What follows belongs to an exercise in optimizing a design on an open flow for small area and a short achievable clock period; a production flow would make more cautious choices. At most, simulation tests tie the RTL to the original design; equivalence was not proved. Function not checked in run 2: the RTL went through the layout flow alone.

## flow/design.v (module list and top-level ports; edited modules follow where they fit)
// module fa_pair: 35 lines
// module fa_dual: 7 lines
// module fa_one: 28 lines
// module stage1: 6 lines
// module fm707: 283 lines
// module stage2: 27 lines
// module mux8to1: 14 lines
// module fft: 32 lines
module fft(rst,s,x0,x1,x2,x3,x4,x5,x6,x7,real_out,img_out,clk);
  // ...
==> flow/flow/run.sh <==
#!/bin/bash
export SETUP_SLACK_MARGIN=47
bash standard.sh > standard.log 2>&1
==> flow/standard.sh <==
#!/bin/bash
# synth_recipe.tcl (not shown) runs the flow's synth.tcl, then flattens the netlist and writes it again
# the make line also repeats each setting of config.mk as NAME=value (left out here)
make -C /OpenROAD-flow-scripts/flow DESIGN_CONFIG=/design/flow/config.mk WORK_HOME=/design/flow/orfs CLKGATE_MAP_FILE= SYNTH_SCRIPT=/design/flow/synth_recipe.tcl "${@:-finish}"
==> flow/config.mk <==
export PLATFORM = sky130hd
export DESIGN_NAME = fft
export DESIGN_NICKNAME = fft
export VERILOG_FILES = /design/flow/design.v
export SDC_FILE = /design/flow/constraint.sdc
export NUM_CORES = 8
export LEC_CHECK = 0
export ABC_AREA = 1
export CAP_MARGIN = 20
export CORE_MARGIN = 2
export CORE_UTILIZATION = 40
export SLEW_MARGIN = 20
==> flow/constraint.sdc <==
create_clock -name core_clock -period 72.0 [get_ports {clk}]
set_input_delay 14.4000 -clock core_clock [delete_from_list [all_inputs] [get_ports {clk}]]
set_output_delay 14.4000 -clock core_clock [all_outputs]
set_load 0.01 [all_outputs]
==> flow_metrics.tcl, run 1 <==
set metrics [dict create \
    grtUsageMet3_pct 2.457 \
    worstMarginPinSlew_ns 1.230 \
    timing.fmax_mhz 40.87 \
    fin_ws_ns 47.53 \
    layout.nets 13693 \
    grt_pass1_wl_mm 430.4 \
    syn_avg_cell_area_um2 5.948 \
    synthTopCellsByArea "nand2_1 (15%), ha_1 (14%), dfxtp_1 (9.8%)" \
    antenna_cells 2 \
    netlist_instances 12321 \
    status "complete, no violations" \
    synthFlopType "dfxtp_1" \
    r2r-end "qX[30]" \
    synth_cell_types 84 \
    wl_mm 283.9 \
    dr.first_iter.drc_count 6913 \
    signal_buffers 475 \
    place_congestion 1.048 \
    min-delay-start "qQ2[62]" \
    drive_gt1_share_pct 5.133 \
    dominant-cell-class "multi-input combinational cells" \
    wl_met2_mm 123.5 \
    vias 80694 \
    slew_viol_final 0 \
    final_cell_mix "nand2_1 (2959), inv_1 (1788), o21ai_0 (1306)" \
    min_to "qM3[31]" \
    ios 325 \
    start_util_pct 40.16 \
    port_buffers 324 \
    cpMostUsedCell "nand2_1" \
    multi_input_gates 9618 \
    seq_cells 359 \
]
==> module fa_pair, before the edit <==
module fa_pair(input [31:0] a, input [31:0] b, output [30:0] rs, output [30:0] rd,
               output sy, output sz, output eff);
  wire sa = a[31], sb = b[31];
  wire [7:0] ea = a[30:23], eb = b[30:23];
  wire [22:0] fa = a[22:0], fb = b[22:0];
  wire [7:0] d = ea - eb;
  wire [7:0] dn = eb - ea;
  wire dz = (ea == eb);
  wire fgt = fa > fb;
  wire swap = d[7] | (dz & ~fgt);
  wire [7:0] sh = d[7] ? dn : d;
  wire [7:0] eg = swap ? eb : ea;
  wire [23:0] mg = {1'b1, swap ? fb : fa};
  wire [23:0] ml0 = {1'b1, swap ? fa : fb};
  wire [23:0] ml = (sh > 8'd23) ? 24'd0 : (ml0 >> sh[4:0]);
  wire [24:0] s = mg + ml;
  wire [22:0] fs = s[24] ? s[23:1] : s[22:0];
  wire [7:0] es = eg + {7'd0, s[24]};
  wire [23:0] df = mg - ml;
  reg [4:0] L;
  integer i;
  always @* begin
    L = 5'd23;
    for (i = 0; i < 24; i = i + 1)
      if (df[i]) L = 5'd23 - i[4:0];
  end
  wire [23:0] dn2 = df << L;
  wire [22:0] fd = dn2[22:0];
  wire [7:0] ed = eg - {3'd0, L};
  assign sy = swap ? sb : sa;
  assign sz = swap ? ~sb : sa;
  assign eff = sa ^ sb;
  assign rs = {es, fs};
  assign rd = {ed, fd};
endmodule
==> module fa_one, before the edit <==
module fa_one(input [31:0] a, input [31:0] b, output [31:0] y);
  wire sa = a[31], sb = b[31];
  wire [7:0] ea = a[30:23], eb = b[30:23];
  wire [22:0] fa = a[22:0], fb = b[22:0];
  wire [7:0] d = ea - eb;
  wire [7:0] dn = eb - ea;
  wire dz = (ea == eb);
  wire fgt = fa > fb;
  wire swap = d[7] | (dz & ~fgt);
  wire [7:0] sh = d[7] ? dn : d;
  wire [7:0] eg = swap ? eb : ea;
  wire [23:0] mg = {1'b1, swap ? fb : fa};
  wire [23:0] ml0 = {1'b1, swap ? fa : fb};
  wire [23:0] ml = (sh > 8'd23) ? 24'd0 : (ml0 >> sh[4:0]);
  wire eff = sa ^ sb;
  wire [24:0] r = {1'b0, mg} + ({1'b0, ml} ^ {25{eff}}) + {24'd0, eff};
  wire [24:0] rm = {r[24] & ~eff, r[23:0]};
  reg [4:0] L;
  integer i;
  always @* begin
    L = 5'd24;
    for (i = 0; i < 25; i = i + 1)
      if (rm[i]) L = 5'd24 - i[4:0];
  end
  wire [24:0] nr = rm << L;
  wire [7:0] e = eg + 8'd1 - {3'd0, L};
  assign y = {swap ? sb : sa, e, nr[23:1]};
endmodule
==> module stage2, before the edit <==
module stage2(s,P1,Q1,P2,Q2,X,Y,M3);
  input [2:0] s;
  input [64:0] P1,Q1,P2,Q2;
  output [31:0] X,Y,M3;
  function [31:0] sum_of;
    input [64:0] p;
    sum_of = p[63] ? {p[64], p[30:0]} : {p[64], p[61:31]};
  endfunction
  function [31:0] diff_of;
    input [64:0] p;
    diff_of = p[63] ? {p[62], p[61:31]} : {p[62], p[30:0]};
  endfunction
  wire [31:0] A1 = sum_of(P1), B1 = diff_of(P1), C1 = sum_of(Q1), D1 = diff_of(Q1);
  wire [31:0] A2 = sum_of(P2), B2 = diff_of(P2), C2 = sum_of(Q2), D2 = diff_of(Q2);
  wire [31:0] M1;
  fm707 m1(.a(B2), .y(M1));
  fm707 m3(.a(D2), .y(M3));
  wire odd = s[0];
  wire rho = s[1] ^ s[2];
  wire sg = odd ? rho : s[1];
  wire [31:0] ra = odd ? B1 : A1;
  wire [31:0] rb = odd ? M1 : C1;
  wire [31:0] ia = odd ? D1 : A2;
  wire [31:0] ib = odd ? M1 : C2;
  fa_one ur(.a(ra), .b({rb[31] ^ sg, rb[30:0]}), .y(X));
  fa_one ui(.a(ia), .b({ib[31] ^ sg, ib[30:0]}), .y(Y));
endmodule
==> run 2: changes to the inputs <==
--- a/flow/design.v
+++ b/flow/design.v
@@ -1,78 +1,370 @@
 module fa_pair(input [31:0] a, input [31:0] b, output [30:0] rs, output [30:0] rd,
                output sy, output sz, output eff);
   wire sa = a[31], sb = b[31];
   wire [7:0] ea = a[30:23], eb = b[30:23];
   wire [22:0] fa = a[22:0], fb = b[22:0];
-  wire [7:0] d = ea - eb;
+  wire [7:0] d; wire dco; pa_a8 ud(.a(ea), .b(~eb), .cin(1'b1), .s(d), .cout(dco));
   wire [7:0] dn = eb - ea;
+  wire [7:0] sh = d[7] ? dn : d;
   wire dz = (ea == eb);
-  wire fgt = fa > fb;
+  wire [22:0] cmps; wire fgt; pa_a23 uc(.a(fa), .b(~fb), .cin(1'b0), .s(cmps), .cout(fgt));
   wire swap = d[7] | (dz & ~fgt);
-  wire [7:0] sh = d[7] ? dn : d;
   wire [7:0] eg = swap ? eb : ea;
   wire [23:0] mg = {1'b1, swap ? fb : fa};
   wire [23:0] ml0 = {1'b1, swap ? fa : fb};
-  wire [23:0] ml = (sh > 8'd23) ? 24'd0 : (ml0 >> sh[4:0]);
-  wire [24:0] s = mg + ml;
+  wire big = (sh[7:5] != 3'd0) | (sh[4] & sh[3]);
+  wire [23:0] ml = big ? 24'd0 : (ml0 >> sh[4:0]);
+  wire [24:0] s; wire sco;
+  pa_a25 as(.a({1'b0, mg}), .b({1'b0, ml}), .cin(1'b0), .s(s), .cout(sco));
   wire [22:0] fs = s[24] ? s[23:1] : s[22:0];
   wire [7:0] es = eg + {7'd0, s[24]};
-  wire [23:0] df = mg - ml;
+  wire [23:0] df; wire dfco;
+  pa_a24 adf(.a(mg), .b(~ml), .cin(1'b1), .s(df), .cout(dfco));
   reg [4:0] L;
-  integer i;
+  integer i_L;
   always @* begin
     L = 5'd23;
-    for (i = 0; i < 24; i = i + 1)
-      if (df[i]) L = 5'd23 - i[4:0];
+    for (i_L = 0; i_L < 24; i_L = i_L + 1)
+      if (df[i_L]) L = 5'd23 - i_L[4:0];
   end
   wire [23:0] dn2 = df << L;
   wire [22:0] fd = dn2[22:0];
   wire [7:0] ed = eg - {3'd0, L};
   assign sy = swap ? sb : sa;
   assign sz = swap ? ~sb : sa;
   assign eff = sa ^ sb;
   assign rs = {es, fs};
   assign rd = {ed, fd};
 endmodule
-module fa_dual(input [31:0] a, input [31:0] b, output [31:0] y, output [31:0] z);
-  wire [30:0] rs, rd;
-  wire sy, sz, eff;
-  fa_pair u(.a(a), .b(b), .rs(rs), .rd(rd), .sy(sy), .sz(sz), .eff(eff));
-  assign y = eff ? {sy, rd} : {sy, rs};
-  assign z = eff ? {sz, rs} : {sz, rd};
-endmodule
 module fa_one(input [31:0] a, input [31:0] b, output [31:0] y);
   wire sa = a[31], sb = b[31];
   wire [7:0] ea = a[30:23], eb = b[30:23];
   wire [22:0] fa = a[22:0], fb = b[22:0];
-  wire [7:0] d = ea - eb;
+  wire [7:0] d; wire dco; pa_a8 ud(.a(ea), .b(~eb), .cin(1'b1), .s(d), .cout(dco));
   wire [7:0] dn = eb - ea;
+  wire [7:0] sh = d[7] ? dn : d;
   wire dz = (ea == eb);
-  wire fgt = fa > fb;
+  wire [22:0] cmps; wire fgt; pa_a23 uc(.a(fa), .b(~fb), .cin(1'b0), .s(cmps), .cout(fgt));
   wire swap = d[7] | (dz & ~fgt);
-  wire [7:0] sh = d[7] ? dn : d;
   wire [7:0] eg = swap ? eb : ea;
   wire [23:0] mg = {1'b1, swap ? fb : fa};
   wire [23:0] ml0 = {1'b1, swap ? fa : fb};
-  wire [23:0] ml = (sh > 8'd23) ? 24'd0 : (ml0 >> sh[4:0]);
+  wire big = (sh[7:5] != 3'd0) | (sh[4] & sh[3]);
+  wire [23:0] ml = big ? 24'd0 : (ml0 >> sh[4:0]);
   wire eff = sa ^ sb;
-  wire [24:0] r = {1'b0, mg} + ({1'b0, ml} ^ {25{eff}}) + {24'd0, eff};
+  wire [24:0] r; wire rco;
+  pa_a25 ad(.a({1'b0, mg}), .b({1'b0, ml} ^ {25{eff}}), .cin(eff), .s(r), .cout(rco));
   wire [24:0] rm = {r[24] & ~eff, r[23:0]};
   reg [4:0] L;
-  integer i;
+  integer i_L;
   always @* begin
     L = 5'd24;
-    for (i = 0; i < 25; i = i + 1)
-      if (rm[i]) L = 5'd24 - i[4:0];
+    for (i_L = 0; i_L < 25; i_L = i_L + 1)
+      if (rm[i_L]) L = 5'd24 - i_L[4:0];
   end
   wire [24:0] nr = rm << L;
   wire [7:0] e = eg + 8'd1 - {3'd0, L};
   assign y = {swap ? sb : sa, e, nr[23:1]};
 endmodule
+module pa_a8(input [7:0] a, input [7:0] b, input cin, output [7:0] s, output cout);
+  wire [7:0] g0 = a & b; wire [7:0] p0 = a ^ b;
+  wire G1 = g0[0] | (p0[0] & cin);
+  wire G2 = g0[2] | (p0[2] & g0[1]);
+  wire P2 = p0[2] & p0[1];
+  wire G3 = g0[4] | (p0[4] & g0[3]);
+  wire P3 = p0[4] & p0[3];
+  wire G4 = g0[6] | (p0[6] & g0[5]);
+  wire P4 = p0[6] & p0[5];
+  wire G5 = G2 | (P2 & G1);
+  wire G6 = G4 | (P4 & G3);
+  wire P6 = P4 & P3;
+  wire G7 = G6 | (P6 & G5);
+  wire G8 = G3 | (P3 & G5);
+  wire G9 = g0[1] | (p0[1] & G1);
+  wire G10 = g0[3] | (p0[3] & G5);
+  wire G11 = g0[5] | (p0[5] & G8);
+  wire G12 = g0[7] | (p0[7] & G7);
+  assign s[0] = p0[0] ^ cin;
+  assign s[1] = p0[1] ^ G1;
+  assign s[2] = p0[2] ^ G9;
+  assign s[3] = p0[3] ^ G5;
+  assign s[4] = p0[4] ^ G10;
+  assign s[5] = p0[5] ^ G8;
+  assign s[6] = p0[6] ^ G11;
+  assign s[7] = p0[7] ^ G7;
+  assign cout = G12;
+endmodule
+module pa_a23(input [22:0] a, input [22:0] b, input cin, output [22:0] s, output cout);
+  wire [22:0] g0 = a & b; wire [22:0] p0 = a ^ b;
+  wire G1 = g0[0] | (p0[0] & cin);
+  wire G2 = g0[2] | (p0[2] & g0[1]);
+  wire P2 = p0[2] & p0[1];
+  wire G3 = g0[4] | (p0[4] & g0[3]);
+  wire P3 = p0[4] & p0[3];
+  wire G4 = g0[6] | (p0[6] & g0[5]);
+  wire P4 = p0[6] & p0[5];
+  wire G5 = g0[8] | (p0[8] & g0[7]);
+  wire P5 = p0[8] & p0[7];
+  wire G6 = g0[10] | (p0[10] & g0[9]);
+  wire P6 = p0[10] & p0[9];
+  wire G7 = g0[12] | (p0[12] & g0[11]);
+  wire P7 = p0[12] & p0[11];
+  wire G8 = g0[14] | (p0[14] & g0[13]);
+  wire P8 = p0[14] & p0[13];
+  wire G9 = g0[16] | (p0[16] & g0[15]);
+  wire P9 = p0[16] & p0[15];
+  wire G10 = g0[18] | (p0[18] & g0[17]);
+  wire P10 = p0[18] & p0[17];
+  wire G11 = g0[20] | (p0[20] & g0[19]);
+  wire P11 = p0[20] & p0[19];
+  wire G12 = g0[22] | (p0[22] & g0[21]);
+  wire P12 = p0[22] & p0[21];
+  wire G13 = G2 | (P2 & G1);
+  wire G14 = G4 | (P4 & G3);
+  wire P14 = P4 & P3;
+  wire G15 = G6 | (P6 & G5);
+  wire P15 = P6 & P5;
+  wire G16 = G8 | (P8 & G7);
+  wire P16 = P8 & P7;
+  wire G17 = G10 | (P10 & G9);
+  wire P17 = P10 & P9;
+  wire G18 = G12 | (P12 & G11);
+  wire P18 = P12 & P11;
+  wire G19 = G14 | (P14 & G13);
+  wire G20 = G16 | (P16 & G15);
+  wire P20 = P16 & P15;
+  wire G21 = G18 | (P18 & G17);
+  wire P21 = P18 & P17;
+  wire G22 = G20 | (P20 & G19);
+  wire G23 = G21 | (P21 & G22);
+  wire G24 = G15 | (P15 & G19);
+  wire G25 = G17 | (P17 & G22);
+  wire G26 = G3 | (P3 & G13);
+  wire G27 = G5 | (P5 & G19);
+  wire G28 = G7 | (P7 & G24);
+  wire G29 = G9 | (P9 & G22);
+  wire G30 = G11 | (P11 & G25);
+  wire G31 = g0[1] | (p0[1] & G1);
+  wire G32 = g0[3] | (p0[3] & G13);
+  wire G33 = g0[5] | (p0[5] & G26);
+  wire G34 = g0[7] | (p0[7] & G19);
+  wire G35 = g0[9] | (p0[9] & G27);
+  wire G36 = g0[11] | (p0[11] & G24);
+  wire G37 = g0[13] | (p0[13] & G28);
+  wire G38 = g0[15] | (p0[15] & G22);
+  wire G39 = g0[17] | (p0[17] & G29);
+  wire G40 = g0[19] | (p0[19] & G25);
+  wire G41 = g0[21] | (p0[21] & G30);
+  assign s[0] = p0[0] ^ cin;
+  assign s[1] = p0[1] ^ G1;
+  assign s[2] = p0[2] ^ G31;
+  assign s[3] = p0[3] ^ G13;
+  assign s[4] = p0[4] ^ G32;
+  assign s[5] = p0[5] ^ G26;
+  assign s[6] = p0[6] ^ G33;
+  assign s[7] = p0[7] ^ G19;
+  assign s[8] = p0[8] ^ G34;
+  assign s[9] = p0[9] ^ G27;
+  assign s[10] = p0[10] ^ G35;
+  assign s[11] = p0[11] ^ G24;
+  assign s[12] = p0[12] ^ G36;
+  assign s[13] = p0[13] ^ G28;
+  assign s[14] = p0[14] ^ G37;
+  assign s[15] = p0[15] ^ G22;
+  assign s[16] = p0[16] ^ G38;
+  assign s[17] = p0[17] ^ G29;
+  assign s[18] = p0[18] ^ G39;
+  assign s[19] = p0[19] ^ G25;
+  assign s[20] = p0[20] ^ G40;
+  assign s[21] = p0[21] ^ G30;
+  assign s[22] = p0[22] ^ G41;
+  assign cout = G23;
+endmodule
+module pa_a24(input [23:0] a, input [23:0] b, input cin, output [23:0] s, output cout);
+  wire [23:0] g0 = a & b; wire [23:0] p0 = a ^ b;
+  wire G1 = g0[0] | (p0[0] & cin);
+  wire G2 = g0[2] | (p0[2] & g0[1]);
+  wire P2 = p0[2] & p0[1];
+  wire G3 = g0[4] | (p0[4] & g0[3]);
+  wire P3 = p0[4] & p0[3];
+  wire G4 = g0[6] | (p0[6] & g0[5]);
+  wire P4 = p0[6] & p0[5];
+  wire G5 = g0[8] | (p0[8] & g0[7]);
+  wire P5 = p0[8] & p0[7];
+  wire G6 = g0[10] | (p0[10] & g0[9]);
+  wire P6 = p0[10] & p0[9];
+  wire G7 = g0[12] | (p0[12] & g0[11]);
+  wire P7 = p0[12] & p0[11];
+  wire G8 = g0[14] | (p0[14] & g0[13]);
+  wire P8 = p0[14] & p0[13];
+  wire G9 = g0[16] | (p0[16] & g0[15]);
+  wire P9 = p0[16] & p0[15];
+  wire G10 = g0[18] | (p0[18] & g0[17]);
+  wire P10 = p0[18] & p0[17];
+  wire G11 = g0[20] | (p0[20] & g0[19]);
+  wire P11 = p0[20] & p0[19];
+  wire G12 = g0[22] | (p0[22] & g0[21]);
+  wire P12 = p0[22] & p0[21];
+  wire G13 = G2 | (P2 & G1);
+  wire G14 = G4 | (P4 & G3);
+  wire P14 = P4 & P3;
+  wire G15 = G6 | (P6 & G5);
+  wire P15 = P6 & P5;
+  wire G16 = G8 | (P8 & G7);
+  wire P16 = P8 & P7;
+  wire G17 = G10 | (P10 & G9);
+  wire P17 = P10 & P9;
+  wire G18 = G12 | (P12 & G11);
+  wire P18 = P12 & P11;
+  wire G19 = G14 | (P14 & G13);
+  wire G20 = G16 | (P16 & G15);
+  wire P20 = P16 & P15;
+  wire G21 = G18 | (P18 & G17);
+  wire P21 = P18 & P17;
+  wire G22 = G20 | (P20 & G19);
+  wire G23 = G21 | (P21 & G22);
+  wire G24 = G15 | (P15 & G19);
+  wire G25 = G17 | (P17 & G22);
+  wire G26 = G3 | (P3 & G13);
+  wire G27 = G5 | (P5 & G19);
+  wire G28 = G7 | (P7 & G24);
+  wire G29 = G9 | (P9 & G22);
+  wire G30 = G11 | (P11 & G25);
+  wire G31 = g0[1] | (p0[1] & G1);
+  wire G32 = g0[3] | (p0[3] & G13);
+  wire G33 = g0[5] | (p0[5] & G26);
+  wire G34 = g0[7] | (p0[7] & G19);
+  wire G35 = g0[9] | (p0[9] & G27);
+  wire G36 = g0[11] | (p0[11] & G24);
+  wire G37 = g0[13] | (p0[13] & G28);
+  wire G38 = g0[15] | (p0[15] & G22);
+  wire G39 = g0[17] | (p0[17] & G29);
+  wire G40 = g0[19] | (p0[19] & G25);
+  wire G41 = g0[21] | (p0[21] & G30);
+  wire G42 = g0[23] | (p0[23] & G23);
+  assign s[0] = p0[0] ^ cin;
+  assign s[1] = p0[1] ^ G1;
+  assign s[2] = p0[2] ^ G31;
+  assign s[3] = p0[3] ^ G13;
+  assign s[4] = p0[4] ^ G32;
+  assign s[5] = p0[5] ^ G26;
+  assign s[6] = p0[6] ^ G33;
+  assign s[7] = p0[7] ^ G19;
+  assign s[8] = p0[8] ^ G34;
+  assign s[9] = p0[9] ^ G27;
+  assign s[10] = p0[10] ^ G35;
+  assign s[11] = p0[11] ^ G24;
+  assign s[12] = p0[12] ^ G36;
+  assign s[13] = p0[13] ^ G28;
+  assign s[14] = p0[14] ^ G37;
+  assign s[15] = p0[15] ^ G22;
+  assign s[16] = p0[16] ^ G38;
+  assign s[17] = p0[17] ^ G29;
+  assign s[18] = p0[18] ^ G39;
+  assign s[19] = p0[19] ^ G25;
+  assign s[20] = p0[20] ^ G40;
+  assign s[21] = p0[21] ^ G30;
+  assign s[22] = p0[22] ^ G41;
+  assign s[23] = p0[23] ^ G23;
+  assign cout = G42;
+endmodule
+module pa_a25(input [24:0] a, input [24:0] b, input cin, output [24:0] s, output cout);
+  wire [24:0] g0 = a & b; wire [24:0] p0 = a ^ b;
+  wire G1 = g0[0] | (p0[0] & cin);
+  wire G2 = g0[2] | (p0[2] & g0[1]);
+  wire P2 = p0[2] & p0[1];
+  wire G3 = g0[4] | (p0[4] & g0[3]);
+  wire P3 = p0[4] & p0[3];
+  wire G4 = g0[6] | (p0[6] & g0[5]);
+  wire P4 = p0[6] & p0[5];
+  wire G5 = g0[8] | (p0[8] & g0[7]);
+  wire P5 = p0[8] & p0[7];
+  wire G6 = g0[10] | (p0[10] & g0[9]);
+  wire P6 = p0[10] & p0[9];
+  wire G7 = g0[12] | (p0[12] & g0[11]);
+  wire P7 = p0[12] & p0[11];
+  wire G8 = g0[14] | (p0[14] & g0[13]);
+  wire P8 = p0[14] & p0[13];
+  wire G9 = g0[16] | (p0[16] & g0[15]);
+  wire P9 = p0[16] & p0[15];
+  wire G10 = g0[18] | (p0[18] & g0[17]);
+  wire P10 = p0[18] & p0[17];
+  wire G11 = g0[20] | (p0[20] & g0[19]);
+  wire P11 = p0[20] & p0[19];
+  wire G12 = g0[22] | (p0[22] & g0[21]);
+  wire P12 = p0[22] & p0[21];
+  wire G13 = g0[24] | (p0[24] & g0[23]);
+  wire P13 = p0[24] & p0[23];
+  wire G14 = G2 | (P2 & G1);
+  wire G15 = G4 | (P4 & G3);
+  wire P15 = P4 & P3;
+  wire G16 = G6 | (P6 & G5);
+  wire P16 = P6 & P5;
+  wire G17 = G8 | (P8 & G7);
+  wire P17 = P8 & P7;
+  wire G18 = G10 | (P10 & G9);
+  wire P18 = P10 & P9;
+  wire G19 = G12 | (P12 & G11);
+  wire P19 = P12 & P11;
+  wire G20 = G15 | (P15 & G14);
+  wire G21 = G17 | (P17 & G16);
+  wire P21 = P17 & P16;
+  wire G22 = G19 | (P19 & G18);
+  wire P22 = P19 & P18;
+  wire G23 = G21 | (P21 & G20);
+  wire G24 = G22 | (P22 & G23);
+  wire G25 = G16 | (P16 & G20);
+  wire G26 = G18 | (P18 & G23);
+  wire G27 = G3 | (P3 & G14);
+  wire G28 = G5 | (P5 & G20);
+  wire G29 = G7 | (P7 & G25);
+  wire G30 = G9 | (P9 & G23);
+  wire G31 = G11 | (P11 & G26);
+  wire G32 = G13 | (P13 & G24);
+  wire G33 = g0[1] | (p0[1] & G1);
+  wire G34 = g0[3] | (p0[3] & G14);
+  wire G35 = g0[5] | (p0[5] & G27);
+  wire G36 = g0[7] | (p0[7] & G20);
+  wire G37 = g0[9] | (p0[9] & G28);
+  wire G38 = g0[11] | (p0[11] & G25);
+  wire G39 = g0[13] | (p0[13] & G29);
+  wire G40 = g0[15] | (p0[15] & G23);
+  wire G41 = g0[17] | (p0[17] & G30);
+  wire G42 = g0[19] | (p0[19] & G26);
+  wire G43 = g0[21] | (p0[21] & G31);
+  wire G44 = g0[23] | (p0[23] & G24);
+  assign s[0] = p0[0] ^ cin;
+  assign s[1] = p0[1] ^ G1;
+  assign s[2] = p0[2] ^ G33;
+  assign s[3] = p0[3] ^ G14;
+  assign s[4] = p0[4] ^ G34;
+  assign s[5] = p0[5] ^ G27;
+  assign s[6] = p0[6] ^ G35;
+  assign s[7] = p0[7] ^ G20;
+  assign s[8] = p0[8] ^ G36;
+  assign s[9] = p0[9] ^ G28;
+  assign s[10] = p0[10] ^ G37;
+  assign s[11] = p0[11] ^ G25;
+  assign s[12] = p0[12] ^ G38;
+  assign s[13] = p0[13] ^ G29;
+  assign s[14] = p0[14] ^ G39;
+  assign s[15] = p0[15] ^ G23;
+  assign s[16] = p0[16] ^ G40;
+  assign s[17] = p0[17] ^ G30;
+  assign s[18] = p0[18] ^ G41;
+  assign s[19] = p0[19] ^ G26;
+  assign s[20] = p0[20] ^ G42;
+  assign s[21] = p0[21] ^ G31;
+  assign s[22] = p0[22] ^ G43;
+  assign s[23] = p0[23] ^ G24;
+  assign s[24] = p0[24] ^ G44;
+  assign cout = G32;
+endmodule
 module stage1(x0,x4,x2,x6,P,Q);
   input [31:0] x0,x4,x2,x6;
   output [64:0] P,Q;
   fa_pair u0(.a(x0), .b(x4), .rs(P[61:31]), .rd(P[30:0]), .sy(P[64]), .eff(P[63]), .sz(P[62]));
   fa_pair u1(.a(x2), .b(x6), .rs(Q[61:31]), .rd(Q[30:0]), .sy(Q[64]), .eff(Q[63]), .sz(Q[62]));
 endmodule
 module fm707(input [31:0] a, output [31:0] y);
   wire [22:0] f = a[22:0];
@@ -348,19 +640,568 @@
   wire t269 = t190 ^ f[19] ^ fn[21];
   wire t270 = (t190 & f[19]) | (t190 & fn[21]) | (f[19] & fn[21]);
   wire t271 = f[20] ^ fn[22] ^ 1'b1;
   wire t272 = (f[20] & fn[22]) | (f[20] & 1'b1) | (fn[22] & 1'b1);
   wire t273 = f[21] ^ 1'b1;
   wire t274 = f[21] & 1'b1;
   wire [45:0] ra = {1'b0, t274, t272, t270, t268, t266, t264, t262, t260, t258, t256, t254, t252, t250, t248, t246, t244, t242, t240, t238, t236, t234, t232, t230, t228, t226, t224, t222, t220, t218, t216, t214, t212, t210, t208, t206, t204, t202, t200, t198, t196, t194, t192, 1'b1, f[1], f[0]};
   wire [45:0] rb = {1'b0, f[22], t273, t271, t269, t267, t265, t263, t261, t259, t257, t255, t253, t251, t249, t247, t245, t243, t241, t239, t237, t235, t233, t231, t229, t227, t225, t223, t221, t219, t217, t215, t213, t211, t209, t207, t205, t203, t201, t199, t197, t195, t193, t191, 1'b0, 1'b0};
-  wire [45:0] q = ra + rb;
-  wire [47:0] p = {q, 2'b00};
-  assign y = p[47] ? {a[31], a[30:23], p[46:24]} : {a[31], a[30:23] - 8'd1, p[45:23]};
+  wire [45:0] q; wire qco;
+  fm707_add fin(.a(ra), .b(rb), .cin(1'b0), .s(q), .cout(qco));
+  assign y = q[45] ? {a[31], a[30:23], q[44:22]} : {a[31], a[30:23] - 8'd1, q[43:21]};
+endmodule
+module fm707_add(input [45:0] a, input [45:0] b, input cin, output [45:0] s, output cout);
+  wire [45:0] g0 = a & b; wire [45:0] p0 = a ^ b;
+  wire G1 = g0[0] | (p0[0] & cin);
+  wire G2 = g0[2] | (p0[2] & g0[1]);
+  wire P2 = p0[2] & p0[1];
+  wire G3 = g0[4] | (p0[4] & g0[3]);
+  wire P3 = p0[4] & p0[3];
+  wire G4 = g0[6] | (p0[6] & g0[5]);
+  wire P4 = p0[6] & p0[5];
+  wire G5 = g0[8] | (p0[8] & g0[7]);
+  wire P5 = p0[8] & p0[7];
+  wire G6 = g0[10] | (p0[10] & g0[9]);
+  wire P6 = p0[10] & p0[9];
+  wire G7 = g0[12] | (p0[12] & g0[11]);
+  wire P7 = p0[12] & p0[11];
+  wire G8 = g0[14] | (p0[14] & g0[13]);
+  wire P8 = p0[14] & p0[13];
+  wire G9 = g0[16] | (p0[16] & g0[15]);
+  wire P9 = p0[16] & p0[15];
+  wire G10 = g0[18] | (p0[18] & g0[17]);
+  wire P10 = p0[18] & p0[17];
+  wire G11 = g0[20] | (p0[20] & g0[19]);
+  wire P11 = p0[20] & p0[19];
+  wire G12 = g0[22] | (p0[22] & g0[21]);
+  wire P12 = p0[22] & p0[21];
+  wire G13 = g0[24] | (p0[24] & g0[23]);
+  wire P13 = p0[24] & p0[23];
+  wire G14 = g0[26] | (p0[26] & g0[25]);
+  wire P14 = p0[26] & p0[25];
+  wire G15 = g0[28] | (p0[28] & g0[27]);
+  wire P15 = p0[28] & p0[27];
+  wire G16 = g0[30] | (p0[30] & g0[29]);
+  wire P16 = p0[30] & p0[29];
+  wire G17 = g0[32] | (p0[32] & g0[31]);
+  wire P17 = p0[32] & p0[31];
+  wire G18 = g0[34] | (p0[34] & g0[33]);
+  wire P18 = p0[34] & p0[33];
+  wire G19 = g0[36] | (p0[36] & g0[35]);
+  wire P19 = p0[36] & p0[35];
+  wire G20 = g0[38] | (p0[38] & g0[37]);
+  wire P20 = p0[38] & p0[37];
+  wire G21 = g0[40] | (p0[40] & g0[39]);
+  wire P21 = p0[40] & p0[39];
+  wire G22 = g0[42] | (p0[42] & g0[41]);
+  wire P22 = p0[42] & p0[41];
+  wire G23 = g0[44] | (p0[44] & g0[43]);
+  wire P23 = p0[44] & p0[43];
+  wire G24 = G2 | (P2 & G1);
+  wire G25 = G4 | (P4 & G3);
+  wire P25 = P4 & P3;
+  wire G26 = G6 | (P6 & G5);
+  wire P26 = P6 & P5;
+  wire G27 = G8 | (P8 & G7);
+  wire P27 = P8 & P7;
+  wire G28 = G10 | (P10 & G9);
+  wire P28 = P10 & P9;
+  wire G29 = G12 | (P12 & G11);
+  wire P29 = P12 & P11;
+  wire G30 = G14 | (P14 & G13);
+  wire P30 = P14 & P13;
+  wire G31 = G16 | (P16 & G15);
+  wire P31 = P16 & P15;
+  wire G32 = G18 | (P18 & G17);
+  wire P32 = P18 & P17;
+  wire G33 = G20 | (P20 & G19);
+  wire P33 = P20 & P19;
+  wire G34 = G22 | (P22 & G21);
+  wire P34 = P22 & P21;
+  wire G35 = G25 | (P25 & G24);
+  wire G36 = G27 | (P27 & G26);
+  wire P36 = P27 & P26;
+  wire G37 = G29 | (P29 & G28);
+  wire P37 = P29 & P28;
+  wire G38 = G31 | (P31 & G30);
+  wire P38 = P31 & P30;
+  wire G39 = G33 | (P33 & G32);
+  wire P39 = P33 & P32;
+  wire G40 = G36 | (P36 & G35);
+  wire G41 = G38 | (P38 & G37);
+  wire P41 = P38 & P37;
+  wire G42 = G41 | (P41 & G40);
+  wire G43 = G37 | (P37 & G40);
+  wire G44 = G39 | (P39 & G42);
+  wire G45 = G26 | (P26 & G35);
+  wire G46 = G28 | (P28 & G40);
+  wire G47 = G30 | (P30 & G43);
+  wire G48 = G32 | (P32 & G42);
+  wire G49 = G34 | (P34 & G44);
+  wire G50 = G3 | (P3 & G24);
+  wire G51 = G5 | (P5 & G35);
+  wire G52 = G7 | (P7 & G45);
+  wire G53 = G9 | (P9 & G40);
+  wire G54 = G11 | (P11 & G46);
+  wire G55 = G13 | (P13 & G43);
+  wire G56 = G15 | (P15 & G47);
+  wire G57 = G17 | (P17 & G42);
+  wire G58 = G19 | (P19 & G48);
+  wire G59 = G21 | (P21 & G44);
+  wire G60 = G23 | (P23 & G49);
+  wire G61 = g0[1] | (p0[1] & G1);
+  wire G62 = g0[3] | (p0[3] & G24);
+  wire G63 = g0[5] | (p0[5] & G50);
+  wire G64 = g0[7] | (p0[7] & G35);
+  wire G65 = g0[9] | (p0[9] & G51);
+  wire G66 = g0[11] | (p0[11] & G45);
+  wire G67 = g0[13] | (p0[13] & G52);
+  wire G68 = g0[15] | (p0[15] & G40);
+  wire G69 = g0[17] | (p0[17] & G53);
+  wire G70 = g0[19] | (p0[19] & G46);
+  wire G71 = g0[21] | (p0[21] & G54);
+  wire G72 = g0[23] | (p0[23] & G43);
+  wire G73 = g0[25] | (p0[25] & G55);
+  wire G74 = g0[27] | (p0[27] & G47);
+  wire G75 = g0[29] | (p0[29] & G56);
+  wire G76 = g0[31] | (p0[31] & G42);
+  wire G77 = g0[33] | (p0[33] & G57);
+  wire G78 = g0[35] | (p0[35] & G48);
+  wire G79 = g0[37] | (p0[37] & G58);
+  wire G80 = g0[39] | (p0[39] & G44);
+  wire G81 = g0[41] | (p0[41] & G59);
+  wire G82 = g0[43] | (p0[43] & G49);
+  wire G83 = g0[45] | (p0[45] & G60);
+  assign s[0] = p0[0] ^ cin;
+  assign s[1] = p0[1] ^ G1;
+  assign s[2] = p0[2] ^ G61;
+  assign s[3] = p0[3] ^ G24;
+  assign s[4] = p0[4] ^ G62;
+  assign s[5] = p0[5] ^ G50;
+  assign s[6] = p0[6] ^ G63;
+  assign s[7] = p0[7] ^ G35;
+  assign s[8] = p0[8] ^ G64;
+  assign s[9] = p0[9] ^ G51;
+  assign s[10] = p0[10] ^ G65;
+  assign s[11] = p0[11] ^ G45;
+  assign s[12] = p0[12] ^ G66;
+  assign s[13] = p0[13] ^ G52;
+  assign s[14] = p0[14] ^ G67;
+  assign s[15] = p0[15] ^ G40;
+  assign s[16] = p0[16] ^ G68;
+  assign s[17] = p0[17] ^ G53;
+  assign s[18] = p0[18] ^ G69;
+  assign s[19] = p0[19] ^ G46;
+  assign s[20] = p0[20] ^ G70;
+  assign s[21] = p0[21] ^ G54;
+  assign s[22] = p0[22] ^ G71;
+  assign s[23] = p0[23] ^ G43;
+  assign s[24] = p0[24] ^ G72;
+  assign s[25] = p0[25] ^ G55;
+  assign s[26] = p0[26] ^ G73;
+  assign s[27] = p0[27] ^ G47;
+  assign s[28] = p0[28] ^ G74;
+  assign s[29] = p0[29] ^ G56;
+  assign s[30] = p0[30] ^ G75;
+  assign s[31] = p0[31] ^ G42;
+  assign s[32] = p0[32] ^ G76;
+  assign s[33] = p0[33] ^ G57;
+  assign s[34] = p0[34] ^ G77;
+  assign s[35] = p0[35] ^ G48;
+  assign s[36] = p0[36] ^ G78;
+  assign s[37] = p0[37] ^ G58;
+  assign s[38] = p0[38] ^ G79;
+  assign s[39] = p0[39] ^ G44;
+  assign s[40] = p0[40] ^ G80;
+  assign s[41] = p0[41] ^ G59;
+  assign s[42] = p0[42] ^ G81;
+  assign s[43] = p0[43] ^ G49;
+  assign s[44] = p0[44] ^ G82;
+  assign s[45] = p0[45] ^ G60;
+  assign cout = G83;
+endmodule
+module fm707s(input [31:0] a, output [31:0] y);
+  wire [22:0] f = a[22:0];
+  wire [22:0] fn = ~a[22:0];
+  wire t1 = f[2] ^ f[4];
+  wire t2 = f[2] & f[4];
+  wire t3 = f[3] ^ f[5];
+  wire t4 = f[3] & f[5];
+  wire t5 = f[4] ^ f[6] ^ f[20];
+  wire t6 = (f[4] & f[6]) | (f[4] & f[20]) | (f[6] & f[20]);
+  wire t7 = fn[0] ^ fn[2];
+  wire t8 = fn[0] & fn[2];
+  wire t9 = f[5] ^ f[7] ^ f[21];
+  wire t10 = (f[5] & f[7]) | (f[5] & f[21]) | (f[7] & f[21]);
+  wire t11 = fn[1] ^ fn[3];
+  wire t12 = fn[1] & fn[3];
+  wire t13 = f[0] ^ f[6] ^ f[8];
+  wire t14 = (f[0] & f[6]) | (f[0] & f[8]) | (f[6] & f[8]);
+  wire t15 = f[22] ^ fn[2] ^ fn[4];
+  wire t16 = (f[22] & fn[2]) | (f[22] & fn[4]) | (fn[2] & fn[4]);
+  wire t17 = f[1] ^ f[7] ^ f[9];
+  wire t18 = (f[1] & f[7]) | (f[1] & f[9]) | (f[7] & f[9]);
+  wire t19 = fn[3] ^ fn[5] ^ fn[16];
+  wire t20 = (fn[3] & fn[5]) | (fn[3] & fn[16]) | (fn[5] & fn[16]);
+  wire t21 = f[2] ^ f[8] ^ f[10];
+  wire t22 = (f[2] & f[8]) | (f[2] & f[10]) | (f[8] & f[10]);
+  wire t23 = fn[4] ^ fn[6];
+  wire t24 = fn[4] & fn[6];
+  wire t25 = f[3] ^ f[9] ^ f[11];
+  wire t26 = (f[3] & f[9]) | (f[3] & f[11]) | (f[9] & f[11]);
+  wire t27 = f[4] ^ f[10] ^ f[12];
+  wire t28 = (f[4] & f[10]) | (f[4] & f[12]) | (f[10] & f[12]);
+  wire t29 = f[5] ^ f[11] ^ f[13];
+  wire t30 = (f[5] & f[11]) | (f[5] & f[13]) | (f[11] & f[13]);
+  wire t31 = f[6] ^ f[12] ^ f[14];
+  wire t32 = (f[6] & f[12]) | (f[6] & f[14]) | (f[12] & f[14]);
+  wire t33 = f[7] ^ f[13] ^ f[15];
+  wire t34 = (f[7] & f[13]) | (f[7] & f[15]) | (f[13] & f[15]);
+  wire t35 = f[8] ^ f[14];
+  wire t36 = f[8] & f[14];
+  wire t37 = f[0] ^ f[2];
+  wire t38 = f[0] & f[2];
+  wire t39 = f[1] ^ f[3] ^ f[17];
+  wire t40 = (f[1] & f[3]) | (f[1] & f[17]) | (f[3] & f[17]);
+  wire t41 = f[18] ^ fn[0] ^ fn[11];
+  wire t42 = (f[18] & fn[0]) | (f[18] & fn[11]) | (fn[0] & fn[11]);
+  wire t43 = fn[16] ^ 1'b1;
+  wire t44 = fn[16] & 1'b1;
+  wire t45 = t2 ^ f[19] ^ fn[1];
+  wire t46 = (t2 & f[19]) | (t2 & fn[1]) | (f[19] & fn[1]);
+  wire t47 = fn[12] ^ fn[17] ^ t3;
+  wire t48 = (fn[12] & fn[17]) | (fn[12] & t3) | (fn[17] & t3);
+  wire t49 = t4 ^ fn[13] ^ fn[18];
+  wire t50 = (t4 & fn[13]) | (t4 & fn[18]) | (fn[13] & fn[18]);
+  wire t51 = 1'b1 ^ t5 ^ t7;
+  wire t52 = (1'b1 & t5) | (1'b1 & t7) | (t5 & t7);
+  wire t53 = t6 ^ t8 ^ fn[14];
+  wire t54 = (t6 & t8) | (t6 & fn[14]) | (t8 & fn[14]);
+  wire t55 = fn[19] ^ t9 ^ t11;
+  wire t56 = (fn[19] & t9) | (fn[19] & t11) | (t9 & t11);
+  wire t57 = t10 ^ t12 ^ fn[15];
+  wire t58 = (t10 & t12) | (t10 & fn[15]) | (t12 & fn[15]);
+  wire t59 = fn[20] ^ t13 ^ t15;
+  wire t60 = (fn[20] & t13) | (fn[20] & t15) | (t13 & t15);
+  wire t61 = t14 ^ t16 ^ fn[21];
+  wire t62 = (t14 & t16) | (t14 & fn[21]) | (t16 & fn[21]);
+  wire t63 = 1'b1 ^ t17 ^ t19;
+  wire t64 = (1'b1 & t17) | (1'b1 & t19) | (t17 & t19);
+  wire t65 = t18 ^ t20 ^ fn[17];
+  wire t66 = (t18 & t20) | (t18 & fn[17]) | (t20 & fn[17]);
+  wire t67 = fn[22] ^ t21 ^ t23;
+  wire t68 = (fn[22] & t21) | (fn[22] & t23) | (t21 & t23);
+  wire t69 = t22 ^ t24 ^ fn[5];
+  wire t70 = (t22 & t24) | (t22 & fn[5]) | (t24 & fn[5]);
+  wire t71 = fn[7] ^ fn[18] ^ t25;
+  wire t72 = (fn[7] & fn[18]) | (fn[7] & t25) | (fn[18] & t25);
+  wire t73 = t26 ^ fn[6] ^ fn[8];
+  wire t74 = (t26 & fn[6]) | (t26 & fn[8]) | (fn[6] & fn[8]);
+  wire t75 = fn[19] ^ 1'b1 ^ t27;
+  wire t76 = (fn[19] & 1'b1) | (fn[19] & t27) | (1'b1 & t27);
+  wire t77 = t28 ^ fn[7] ^ fn[9];
+  wire t78 = (t28 & fn[7]) | (t28 & fn[9]) | (fn[7] & fn[9]);
+  wire t79 = fn[20] ^ 1'b1 ^ t29;
+  wire t80 = (fn[20] & 1'b1) | (fn[20] & t29) | (1'b1 & t29);
+  wire t81 = t30 ^ fn[8] ^ fn[10];
+  wire t82 = (t30 & fn[8]) | (t30 & fn[10]) | (fn[8] & fn[10]);
+  wire t83 = fn[21] ^ 1'b1 ^ t31;
+  wire t84 = (fn[21] & 1'b1) | (fn[21] & t31) | (1'b1 & t31);
+  wire t85 = t32 ^ fn[9] ^ fn[11];
+  wire t86 = (t32 & fn[9]) | (t32 & fn[11]) | (fn[9] & fn[11]);
+  wire t87 = fn[22] ^ 1'b1 ^ t33;
+  wire t88 = (fn[22] & 1'b1) | (fn[22] & t33) | (1'b1 & t33);
+  wire t89 = t34 ^ f[16] ^ fn[10];
+  wire t90 = (t34 & f[16]) | (t34 & fn[10]) | (f[16] & fn[10]);
+  wire t91 = fn[12] ^ 1'b1 ^ t35;
+  wire t92 = (fn[12] & 1'b1) | (fn[12] & t35) | (1'b1 & t35);
+  wire t93 = t36 ^ f[9] ^ f[15];
+  wire t94 = (t36 & f[9]) | (t36 & f[15]) | (f[9] & f[15]);
+  wire t95 = f[17] ^ fn[11] ^ fn[13];
+  wire t96 = (f[17] & fn[11]) | (f[17] & fn[13]) | (fn[11] & fn[13]);
+  wire t97 = f[10] ^ f[16] ^ f[18];
+  wire t98 = (f[10] & f[16]) | (f[10] & f[18]) | (f[16] & f[18]);
+  wire t99 = fn[12] ^ fn[14] ^ 1'b1;
+  wire t100 = (fn[12] & fn[14]) | (fn[12] & 1'b1) | (fn[14] & 1'b1);
+  wire t101 = f[11] ^ f[17] ^ f[19];
+  wire t102 = (f[11] & f[17]) | (f[11] & f[19]) | (f[17] & f[19]);
+  wire t103 = fn[13] ^ fn[15] ^ 1'b1;
+  wire t104 = (fn[13] & fn[15]) | (fn[13] & 1'b1) | (fn[15] & 1'b1);
+  wire t105 = f[12] ^ f[18] ^ f[20];
+  wire t106 = (f[12] & f[18]) | (f[12] & f[20]) | (f[18] & f[20]);
+  wire t107 = fn[14] ^ fn[16] ^ 1'b1;
+  wire t108 = (fn[14] & fn[16]) | (fn[14] & 1'b1) | (fn[16] & 1'b1);
+  wire t109 = f[13] ^ f[19] ^ f[21];
+  wire t110 = (f[13] & f[19]) | (f[13] & f[21]) | (f[19] & f[21]);
+  wire t111 = fn[15] ^ fn[17] ^ 1'b1;
+  wire t112 = (fn[15] & fn[17]) | (fn[15] & 1'b1) | (fn[17] & 1'b1);
+  wire t113 = f[14] ^ f[20] ^ f[22];
+  wire t114 = (f[14] & f[20]) | (f[14] & f[22]) | (f[20] & f[22]);
+  wire t115 = fn[16] ^ fn[18] ^ 1'b1;
+  wire t116 = (fn[16] & fn[18]) | (fn[16] & 1'b1) | (fn[18] & 1'b1);
+  wire t117 = f[15] ^ f[21] ^ fn[17];
+  wire t118 = (f[15] & f[21]) | (f[15] & fn[17]) | (f[21] & fn[17]);
+  wire t119 = f[16] ^ f[22];
+  wire t120 = f[16] & f[22];
+  wire t121 = f[17] ^ fn[19];
+  wire t122 = f[17] & fn[19];
+  wire t123 = f[7] ^ fn[0];
+  wire t124 = f[7] & fn[0];
+  wire t125 = f[8] ^ fn[1];
+  wire t126 = f[8] & fn[1];
+  wire t127 = f[9] ^ fn[2];
+  wire t128 = f[9] & fn[2];
+  wire t129 = f[10] ^ fn[3];
+  wire t130 = f[10] & fn[3];
+  wire t131 = f[11] ^ fn[4];
+  wire t132 = f[11] & fn[4];
+  wire t133 = f[12] ^ fn[5];
+  wire t134 = f[12] & fn[5];
+  wire t135 = f[13] ^ fn[6];
+  wire t136 = f[13] & fn[6];
+  wire t137 = f[0] ^ f[14] ^ fn[7];
+  wire t138 = (f[0] & f[14]) | (f[0] & fn[7]) | (f[14] & fn[7]);
+  wire t139 = f[1] ^ f[15] ^ fn[8];
+  wire t140 = (f[1] & f[15]) | (f[1] & fn[8]) | (f[15] & fn[8]);
+  wire t141 = f[16] ^ fn[9] ^ fn[14];
+  wire t142 = (f[16] & fn[9]) | (f[16] & fn[14]) | (fn[9] & fn[14]);
+  wire t143 = t38 ^ fn[10] ^ fn[15];
+  wire t144 = (t38 & fn[10]) | (t38 & fn[15]) | (fn[10] & fn[15]);
+  wire t145 = t40 ^ t1 ^ t41;
+  wire t146 = (t40 & t1) | (t40 & t41) | (t1 & t41);
+  wire t147 = t42 ^ t44 ^ t45;
+  wire t148 = (t42 & t44) | (t42 & t45) | (t44 & t45);
+  wire t149 = t46 ^ t48 ^ t49;
+  wire t150 = (t46 & t48) | (t46 & t49) | (t48 & t49);
+  wire t151 = t50 ^ t52 ^ t53;
+  wire t152 = (t50 & t52) | (t50 & t53) | (t52 & t53);
+  wire t153 = t54 ^ t56 ^ t57;
+  wire t154 = (t54 & t56) | (t54 & t57) | (t56 & t57);
+  wire t155 = t58 ^ t60 ^ t61;
+  wire t156 = (t58 & t60) | (t58 & t61) | (t60 & t61);
+  wire t157 = t62 ^ t64 ^ t65;
+  wire t158 = (t62 & t64) | (t62 & t65) | (t64 & t65);
+  wire t159 = t66 ^ t68 ^ t69;
+  wire t160 = (t66 & t68) | (t66 & t69) | (t68 & t69);
+  wire t161 = t70 ^ t72 ^ t73;
+  wire t162 = (t70 & t72) | (t70 & t73) | (t72 & t73);
+  wire t163 = t74 ^ t76 ^ t77;
+  wire t164 = (t74 & t76) | (t74 & t77) | (t76 & t77);
+  wire t165 = t78 ^ t80 ^ t81;
+  wire t166 = (t78 & t80) | (t78 & t81) | (t80 & t81);
+  wire t167 = t82 ^ t84 ^ t85;
+  wire t168 = (t82 & t84) | (t82 & t85) | (t84 & t85);
+  wire t169 = t86 ^ t88 ^ t89;
+  wire t170 = (t86 & t88) | (t86 & t89) | (t88 & t89);
+  wire t171 = t90 ^ t92 ^ t93;
+  wire t172 = (t90 & t92) | (t90 & t93) | (t92 & t93);
+  wire t173 = t94 ^ t96 ^ t97;
+  wire t174 = (t94 & t96) | (t94 & t97) | (t96 & t97);
+  wire t175 = t98 ^ t100 ^ t101;
+  wire t176 = (t98 & t100) | (t98 & t101) | (t100 & t101);
+  wire t177 = t102 ^ t104 ^ t105;
+  wire t178 = (t102 & t104) | (t102 & t105) | (t104 & t105);
+  wire t179 = t106 ^ t108 ^ t109;
+  wire t180 = (t106 & t108) | (t106 & t109) | (t108 & t109);
+  wire t181 = t110 ^ t112 ^ t113;
+  wire t182 = (t110 & t112) | (t110 & t113) | (t112 & t113);
+  wire t183 = t114 ^ t116 ^ fn[19];
+  wire t184 = (t114 & t116) | (t114 & fn[19]) | (t116 & fn[19]);
+  wire t185 = t118 ^ fn[18] ^ fn[20];
+  wire t186 = (t118 & fn[18]) | (t118 & fn[20]) | (fn[18] & fn[20]);
+  wire t187 = t120 ^ fn[21] ^ 1'b1;
+  wire t188 = (t120 & fn[21]) | (t120 & 1'b1) | (fn[21] & 1'b1);
+  wire t189 = t122 ^ f[18] ^ fn[20];
+  wire t190 = (t122 & f[18]) | (t122 & fn[20]) | (f[18] & fn[20]);
+  wire t191 = f[2] ^ fn[0];
+  wire t192 = f[2] & fn[0];
+  wire t193 = f[3] ^ fn[1];
+  wire t194 = f[3] & fn[1];
+  wire t195 = f[4] ^ fn[2];
+  wire t196 = f[4] & fn[2];
+  wire t197 = f[5] ^ fn[3];
+  wire t198 = f[5] & fn[3];
+  wire t199 = f[6] ^ fn[4];
+  wire t200 = f[6] & fn[4];
+  wire t201 = fn[5] ^ 1'b1 ^ t123;
+  wire t202 = (fn[5] & 1'b1) | (fn[5] & t123) | (1'b1 & t123);
+  wire t203 = t124 ^ fn[6] ^ t125;
+  wire t204 = (t124 & fn[6]) | (t124 & t125) | (fn[6] & t125);
+  wire t205 = t126 ^ fn[7] ^ t127;
+  wire t206 = (t126 & fn[7]) | (t126 & t127) | (fn[7] & t127);
+  wire t207 = t128 ^ fn[8] ^ t129;
+  wire t208 = (t128 & fn[8]) | (t128 & t129) | (fn[8] & t129);
+  wire t209 = t130 ^ fn[9] ^ t131;
+  wire t210 = (t130 & fn[9]) | (t130 & t131) | (fn[9] & t131);
+  wire t211 = t132 ^ fn[10] ^ t133;
+  wire t212 = (t132 & fn[10]) | (t132 & t133) | (fn[10] & t133);
+  wire t213 = t134 ^ fn[11] ^ t135;
+  wire t214 = (t134 & fn[11]) | (t134 & t135) | (fn[11] & t135);
+  wire t215 = t136 ^ fn[12] ^ t137;
+  wire t216 = (t136 & fn[12]) | (t136 & t137) | (fn[12] & t137);
+  wire t217 = t138 ^ fn[13] ^ t139;
+  wire t218 = (t138 & fn[13]) | (t138 & t139) | (fn[13] & t139);
+  wire t219 = t140 ^ t37 ^ t141;
+  wire t220 = (t140 & t37) | (t140 & t141) | (t37 & t141);
+  wire t221 = t142 ^ t39 ^ t143;
+  wire t222 = (t142 & t39) | (t142 & t143) | (t39 & t143);
+  wire t223 = t144 ^ t43 ^ t145;
+  wire t224 = (t144 & t43) | (t144 & t145) | (t43 & t145);
+  wire t225 = t146 ^ t47 ^ t147;
+  wire t226 = (t146 & t47) | (t146 & t147) | (t47 & t147);
+  wire t227 = t148 ^ t51 ^ t149;
+  wire t228 = (t148 & t51) | (t148 & t149) | (t51 & t149);
+  wire t229 = t150 ^ t55 ^ t151;
+  wire t230 = (t150 & t55) | (t150 & t151) | (t55 & t151);
+  wire t231 = t152 ^ t59 ^ t153;
+  wire t232 = (t152 & t59) | (t152 & t153) | (t59 & t153);
+  wire t233 = t154 ^ t63 ^ t155;
+  wire t234 = (t154 & t63) | (t154 & t155) | (t63 & t155);
+  wire t235 = t156 ^ t67 ^ t157;
+  wire t236 = (t156 & t67) | (t156 & t157) | (t67 & t157);
+  wire t237 = t158 ^ t71 ^ t159;
+  wire t238 = (t158 & t71) | (t158 & t159) | (t71 & t159);
+  wire t239 = t160 ^ t75 ^ t161;
+  wire t240 = (t160 & t75) | (t160 & t161) | (t75 & t161);
+  wire t241 = t162 ^ t79 ^ t163;
+  wire t242 = (t162 & t79) | (t162 & t163) | (t79 & t163);
+  wire t243 = t164 ^ t83 ^ t165;
+  wire t244 = (t164 & t83) | (t164 & t165) | (t83 & t165);
+  wire t245 = t166 ^ t87 ^ t167;
+  wire t246 = (t166 & t87) | (t166 & t167) | (t87 & t167);
+  wire t247 = t168 ^ t91 ^ t169;
+  wire t248 = (t168 & t91) | (t168 & t169) | (t91 & t169);
+  wire t249 = t170 ^ t95 ^ t171;
+  wire t250 = (t170 & t95) | (t170 & t171) | (t95 & t171);
+  wire t251 = t172 ^ t99 ^ t173;
+  wire t252 = (t172 & t99) | (t172 & t173) | (t99 & t173);
+  wire t253 = t174 ^ t103 ^ t175;
+  wire t254 = (t174 & t103) | (t174 & t175) | (t103 & t175);
+  wire t255 = t176 ^ t107 ^ t177;
+  wire t256 = (t176 & t107) | (t176 & t177) | (t107 & t177);
+  wire t257 = t178 ^ t111 ^ t179;
+  wire t258 = (t178 & t111) | (t178 & t179) | (t111 & t179);
+  wire t259 = t180 ^ t115 ^ t181;
+  wire t260 = (t180 & t115) | (t180 & t181) | (t115 & t181);
+  wire t261 = t182 ^ t117 ^ t183;
+  wire t262 = (t182 & t117) | (t182 & t183) | (t117 & t183);
+  wire t263 = t184 ^ t119 ^ t185;
+  wire t264 = (t184 & t119) | (t184 & t185) | (t119 & t185);
+  wire t265 = t186 ^ t121 ^ t187;
+  wire t266 = (t186 & t121) | (t186 & t187) | (t121 & t187);
+  wire t267 = t188 ^ fn[22] ^ t189;
+  wire t268 = (t188 & fn[22]) | (t188 & t189) | (fn[22] & t189);
+  wire t269 = t190 ^ f[19] ^ fn[21];
+  wire t270 = (t190 & f[19]) | (t190 & fn[21]) | (f[19] & fn[21]);
+  wire t271 = f[20] ^ fn[22] ^ 1'b1;
+  wire t272 = (f[20] & fn[22]) | (f[20] & 1'b1) | (fn[22] & 1'b1);
+  wire t273 = f[21] ^ 1'b1;
+  wire t274 = f[21] & 1'b1;
+  wire [45:0] ra = {1'b0, t274, t272, t270, t268, t266, t264, t262, t260, t258, t256, t254, t252, t250, t248, t246, t244, t242, t240, t238, t236, t234, t232, t230, t228, t226, t224, t222, t220, t218, t216, t214, t212, t210, t208, t206, t204, t202, t200, t198, t196, t194, t192, 1'b1, f[1], f[0]};
+  wire [45:0] rb = {1'b0, f[22], t273, t271, t269, t267, t265, t263, t261, t259, t257, t255, t253, t251, t249, t247, t245, t243, t241, t239, t237, t235, t233, t231, t229, t227, t225, t223, t221, t219, t217, t215, t213, t211, t209, t207, t205, t203, t201, t199, t197, t195, t193, t191, 1'b0, 1'b0};
+  wire [45:0] q; wire qco;
+  fm707s_add fin(.a(ra), .b(rb), .cin(1'b0), .s(q), .cout(qco));
+  assign y = q[45] ? {a[31], a[30:23], q[44:22]} : {a[31], a[30:23] - 8'd1, q[43:21]};
+endmodule
+module fm707s_add(input [45:0] a, input [45:0] b, input cin, output [45:0] s, output cout);
+  wire [45:0] g0 = a & b; wire [45:0] p0 = a ^ b;
+  wire G1 = g0[0] | (p0[0] & cin);
+  wire G2 = g0[1] | (p0[1] & G1);
+  wire G3 = g0[2] | (p0[2] & G2);
+  wire G4 = g0[3] | (p0[3] & G3);
+  wire G5 = g0[4] | (p0[4] & G4);
+  wire G6 = g0[5] | (p0[5] & G5);
+  wire G7 = g0[6] | (p0[6] & G6);
+  wire G8 = g0[7] | (p0[7] & G7);
+  wire G9 = g0[8] | (p0[8] & G8);
+  wire G10 = g0[9] | (p0[9] & G9);
+  wire G11 = g0[10] | (p0[10] & G10);
+  wire G12 = g0[11] | (p0[11] & G11);
+  wire G13 = g0[12] | (p0[12] & G12);
+  wire G14 = g0[13] | (p0[13] & G13);
+  wire G15 = g0[14] | (p0[14] & G14);
+  wire G16 = g0[15] | (p0[15] & G15);
+  wire G17 = g0[16] | (p0[16] & G16);
+  wire G18 = g0[17] | (p0[17] & G17);
+  wire G19 = g0[18] | (p0[18] & G18);
+  wire G20 = g0[19] | (p0[19] & G19);
+  wire G21 = g0[20] | (p0[20] & G20);
+  wire G22 = g0[21] | (p0[21] & G21);
+  wire G23 = g0[22] | (p0[22] & G22);
+  wire G24 = g0[23] | (p0[23] & G23);
+  wire G25 = g0[24] | (p0[24] & G24);
+  wire G26 = g0[25] | (p0[25] & G25);
+  wire G27 = g0[26] | (p0[26] & G26);
+  wire G28 = g0[27] | (p0[27] & G27);
+  wire G29 = g0[28] | (p0[28] & G28);
+  wire G30 = g0[29] | (p0[29] & G29);
+  wire G31 = g0[30] | (p0[30] & G30);
+  wire G32 = g0[31] | (p0[31] & G31);
+  wire G33 = g0[32] | (p0[32] & G32);
+  wire G34 = g0[33] | (p0[33] & G33);
+  wire G35 = g0[34] | (p0[34] & G34);
+  wire G36 = g0[35] | (p0[35] & G35);
+  wire G37 = g0[36] | (p0[36] & G36);
+  wire G38 = g0[37] | (p0[37] & G37);
+  wire G39 = g0[38] | (p0[38] & G38);
+  wire G40 = g0[39] | (p0[39] & G39);
+  wire G41 = g0[40] | (p0[40] & G40);
+  wire G42 = g0[41] | (p0[41] & G41);
+  wire G43 = g0[42] | (p0[42] & G42);
+  wire G44 = g0[43] | (p0[43] & G43);
+  wire G45 = g0[44] | (p0[44] & G44);
+  wire G46 = g0[45] | (p0[45] & G45);
+  assign s[0] = p0[0] ^ cin;
+  assign s[1] = p0[1] ^ G1;
+  assign s[2] = p0[2] ^ G2;
+  assign s[3] = p0[3] ^ G3;
+  assign s[4] = p0[4] ^ G4;
+  assign s[5] = p0[5] ^ G5;
+  assign s[6] = p0[6] ^ G6;
+  assign s[7] = p0[7] ^ G7;
+  assign s[8] = p0[8] ^ G8;
+  assign s[9] = p0[9] ^ G9;
+  assign s[10] = p0[10] ^ G10;
+  assign s[11] = p0[11] ^ G11;
+  assign s[12] = p0[12] ^ G12;
+  assign s[13] = p0[13] ^ G13;
+  assign s[14] = p0[14] ^ G14;
+  assign s[15] = p0[15] ^ G15;
+  assign s[16] = p0[16] ^ G16;
+  assign s[17] = p0[17] ^ G17;
+  assign s[18] = p0[18] ^ G18;
+  assign s[19] = p0[19] ^ G19;
+  assign s[20] = p0[20] ^ G20;
+  assign s[21] = p0[21] ^ G21;
+  assign s[22] = p0[22] ^ G22;
+  assign s[23] = p0[23] ^ G23;
+  assign s[24] = p0[24] ^ G24;
+  assign s[25] = p0[25] ^ G25;
+  assign s[26] = p0[26] ^ G26;
+  assign s[27] = p0[27] ^ G27;
+  assign s[28] = p0[28] ^ G28;
+  assign s[29] = p0[29] ^ G29;
+  assign s[30] = p0[30] ^ G30;
+  assign s[31] = p0[31] ^ G31;
+  assign s[32] = p0[32] ^ G32;
+  assign s[33] = p0[33] ^ G33;
+  assign s[34] = p0[34] ^ G34;
+  assign s[35] = p0[35] ^ G35;
+  assign s[36] = p0[36] ^ G36;
+  assign s[37] = p0[37] ^ G37;
+  assign s[38] = p0[38] ^ G38;
+  assign s[39] = p0[39] ^ G39;
+  assign s[40] = p0[40] ^ G40;
+  assign s[41] = p0[41] ^ G41;
+  assign s[42] = p0[42] ^ G42;
+  assign s[43] = p0[43] ^ G43;
+  assign s[44] = p0[44] ^ G44;
+  assign s[45] = p0[45] ^ G45;
+  assign cout = G46;
 endmodule
 module stage2(s,P1,Q1,P2,Q2,X,Y,M3);
   input [2:0] s;
   input [64:0] P1,Q1,P2,Q2;
   output [31:0] X,Y,M3;
   function [31:0] sum_of;
     input [64:0] p;
     sum_of = p[63] ? {p[64], p[30:0]} : {p[64], p[61:31]};
@@ -368,17 +1209,17 @@
   function [31:0] diff_of;
     input [64:0] p;
     diff_of = p[63] ? {p[62], p[61:31]} : {p[62], p[30:0]};
   endfunction
   wire [31:0] A1 = sum_of(P1), B1 = diff_of(P1), C1 = sum_of(Q1), D1 = diff_of(Q1);
   wire [31:0] A2 = sum_of(P2), B2 = diff_of(P2), C2 = sum_of(Q2), D2 = diff_of(Q2);
   wire [31:0] M1;
   fm707 m1(.a(B2), .y(M1));
-  fm707 m3(.a(D2), .y(M3));
+  fm707s m3(.a(D2), .y(M3));
   wire odd = s[0];
   wire rho = s[1] ^ s[2];
   wire sg = odd ? rho : s[1];
   wire [31:0] ra = odd ? B1 : A1;
   wire [31:0] rb = odd ? M1 : C1;
   wire [31:0] ia = odd ? D1 : A2;
   wire [31:0] ib = odd ? M1 : C2;
   fa_one ur(.a(ra), .b({rb[31] ^ sg, rb[30:0]}), .y(X));
==> run 2 against run 1 <==
Area after synthesis is 3.8% lower. Maximum frequency hardly changed. Clock skew is 0.00079 ns lower. Largest cell class unchanged.
==> flow_metrics.tcl, run 2 <==
set metrics [dict create \
    grt_usage_pct 26.68 \
    synthTopCellsByCount "nand2_1 (2423), inv_1 (1931), o21ai_0 (1489), ha_1 (789), nor2_1 (719)" \
    row_count 154 \
    cts_tree "yes" \
    syn_avg_cell_area_um2 6.325 \
    finalCriticalPeriod_ns 24.46 \
    regToRegStartpoint "qP2[63]" \
    synth_fa_ha_area_share_pct 25.48 \
    synthArstFlopShare_pct 0 \
    cpMostUsedCell "o21ai_0" \
    die_h_um 423.8 \
    skew_ns 0.04510 \
    fill_cells 18488 \
    synthFlopType "dfxtp_1" \
    grt_pass1_wl_mm 382.7 \
    synth_nets 12597 \
    crit_slowest_cell "clkdlybuf4s50_1" \
    arrival_ns 10.06 \
    dieWidth_um 423.8 \
    fin_util_pct 44.50 \
    synthMuxAreaShare_pct 1.527 \
    clk_latency_ns 0.60 \
    fin_area_um2 78110 \
    cap_violations 0 \
    worstPathRequired_ns 57.60 \
    dieArea_um2 179600 \
    synth_edf_count 0 \
    cts-root-buf "clkbuf_16" \
    register_area_um2 7198 \
    place_congestion 1.009 \
    timing.fmax_mhz 40.89 \
    hold_class "reg -> reg" \
    route.detailed.drc 0 \
    wl_met3_mm 13.34 \
    dr.first_iter.drc_count 6472 \
    antenna_found_initial 1 \
    path_class "reg -> out" \
    layout_worst_path_cycle_share_pct 33.97 \
    clock-sinks 359 \
    path_clk_slew_ns 0.06 \
    min_path_cells 0 \
    cts_buffers 39 \
    cts_htree_levels 2 \
    ios 325 \
    synthSimpleGateAreaFrac_pct 23.01 \
    grt_pass1_vias 67644 \
    wl_per_cell_um 18.42 \
    yosysTopAreaCell "ha_1" \
    wl_mm 249.7 \
    crit_fanout 45 \
    finalSetupViolCount 0 \
    critPathCaptureType "output port" \
    fin_ws_ns 47.54 \
    slowest_delay_ns 0.65 \
    grt_max_degree 109 \
    status "complete, no violations" \
    final_common_cell "nand2_1" \
    synth_cell_types 83 \
    yosysMostFrequentCell "nand2_1" \
    wl_met1_mm 116.2 \
    start_util_pct 40.15 \
    synthTopCellsByArea "ha_1 (14%), nand2_1 (13%), fa_1 (11%)" \
    r2r-end "qX[30]" \
    synth_warnings 4 \
    synth_top_family_by_area "adder cells" \
    r2r_setup_slack_ns 56.37 \
    layout.nets 12638 \
    viasPerCell 5.352 \
    hold_violations 0 \
    slew_headroom_pct 31.71 \
    netlist_instances 11143 \
    coreArea_um2 175500 \
    final_cell_mix "nand2_1 (2414), inv_1 (1913), o21ai_0 (1449)" \
    min_to "qM3[31]" \
    drive_gt1_share_pct 5.734 \
    worstMarginPinSlew_ns 1.014 \
    r2r_cells 72 \
    ant_nets 0 \
    synth_top_area_share_pct 14.01 \
    synth-seq-area-share_pct 10.20 \
    wl_met2_mm 108.7 \
    synthToLayoutAreaGrowth_pct 10.83 \
    synth-seq-cells 359 \
    highest_layer "met4" \
    grt_setup_unrepaired "yes" \
    first_pass_iters 7 \
    placed_area_um2 75390 \
    dp_hpwl_mm 210.6 \
    synth-compound-area-share_pct 21.93 \
    vias 72541 \
    fin_setup_tns_ns 0 \
    port_buffers 324 \
    slew_viol_final 0 \
    overflow 0 \
    synth_xor_area_share_pct 4.238 \
    multi_input_area_um2 54440 \
    ctsLongestPathBuffers 3 \
    pre_cts_ws_ns 45.53 \
    min-delay-start "qQ2[62]" \
    setup.worst_path.start_class "flip-flop" \
    syn_area_um2 70480 \
]
==> run 2: worst max-delay path: cells and delay by family (launching register included) <==
family	cells	cell delay, ns
flops	1	0.38
simple gates	13	1.93
compound gates	19	3.24
fa+ha+maj	6	2.03
buf+inv	9	1.66
xor+xnor	1	0.19
==> run 2: cell type report <==
| type | count | share of cell area (%) |
|---|---|---|
| sequential | 359 | 9.215 |
| multi-input combinational | 8302 | 69.69 |
| tap | 2340 | 3.748 |
| timing repair inverter | 13 | 0.09130 |
| timing repair buffer | 473 | 5.779 |
| inverter | 1996 | 9.720 |
| antenna | 1 | 0.003204 |
| clock inverter | 23 | 0.3780 |
| clock buffer | 48 | 1.371 |
==> run 2: repair_timing <==
item,in CTS,in global routing
buffers inserted,10,38
gates resized for setup,35,172
cloned,3,19
endpoints found under the hold margin,0,0
setup endpoints to repair,64,226
hold buffers,0,0
pin swaps,4,16
==> run 2: routing by layer <==
| layer | up-vias | track usage (%) |
|---|---|---|
| met3 | 382 | 1.849 |
| met4 | 0 | 10.21 |
| met5 | - | 0 |
| met2 | 2411 | 42.51 |
| met1 | 33677 | 37.52 |
| li1 | 36071 | - |
==> run 2: logic make-up after synthesis <==
logic type               count (synthesis)
XOR/XNOR                               332
adder cells (fa/ha/maj)               1193
AND/OR/NAND/NOR                       3915
flip-flops                             359
AO/OA/AOI/OAI                         2752
multiplexers                           104
buffers and inverters                 2488
==> run 2: through the flow <==
step | cells | hold slack (ns)
after detailed placement | 13413 | 0.3147
after global routing | 13554 | 0.3334
after global placement | 13413 | 0.3160
after floorplan | 11143 | 0.3096
after CTS | 13497 | 0.3282
final | 13555 | 0.3271
==> run 2: how the worst max path moves through the flow <==
stage | to | slack (ns) | from
4_1_cts | real_out[30] | 46.89 | qs[0]
3_3_place_gp | real_out[30] | 45.54 | qs[0]
5_1_grt | real_out[30] | 46.85 | qs[0]
3_5_place_dp | qX[30] | 45.53 | s[0]
2_1_floorplan | real_out[30] | 48.74 | qs[0]
6_report | img_out[25] | 47.54 | qM3[2]

==> port drivers added, routing unchanged <==
Ports are ideal in the flow. The routed layouts listed here were re-timed in OpenROAD. Step 1, drivers: a clkbuf_16 drives clk and a buf_2 each remaining input, both assumed. Step 2 also shifts input and output timing later by t, the mid clock arrival at the registers, as if the neighbouring blocks saw the same clock. Slacks: no drivers / after step 1 / after step 2; pairs: no drivers / after step 1.
run | t (ns) | setup WS [ns]
run 1 | 0.676 | 47.532 / 47.466 / 47.208
run 2 | 0.647 | 47.543 / 47.473 / 47.166
After both steps setup and hold are still met in every run listed.
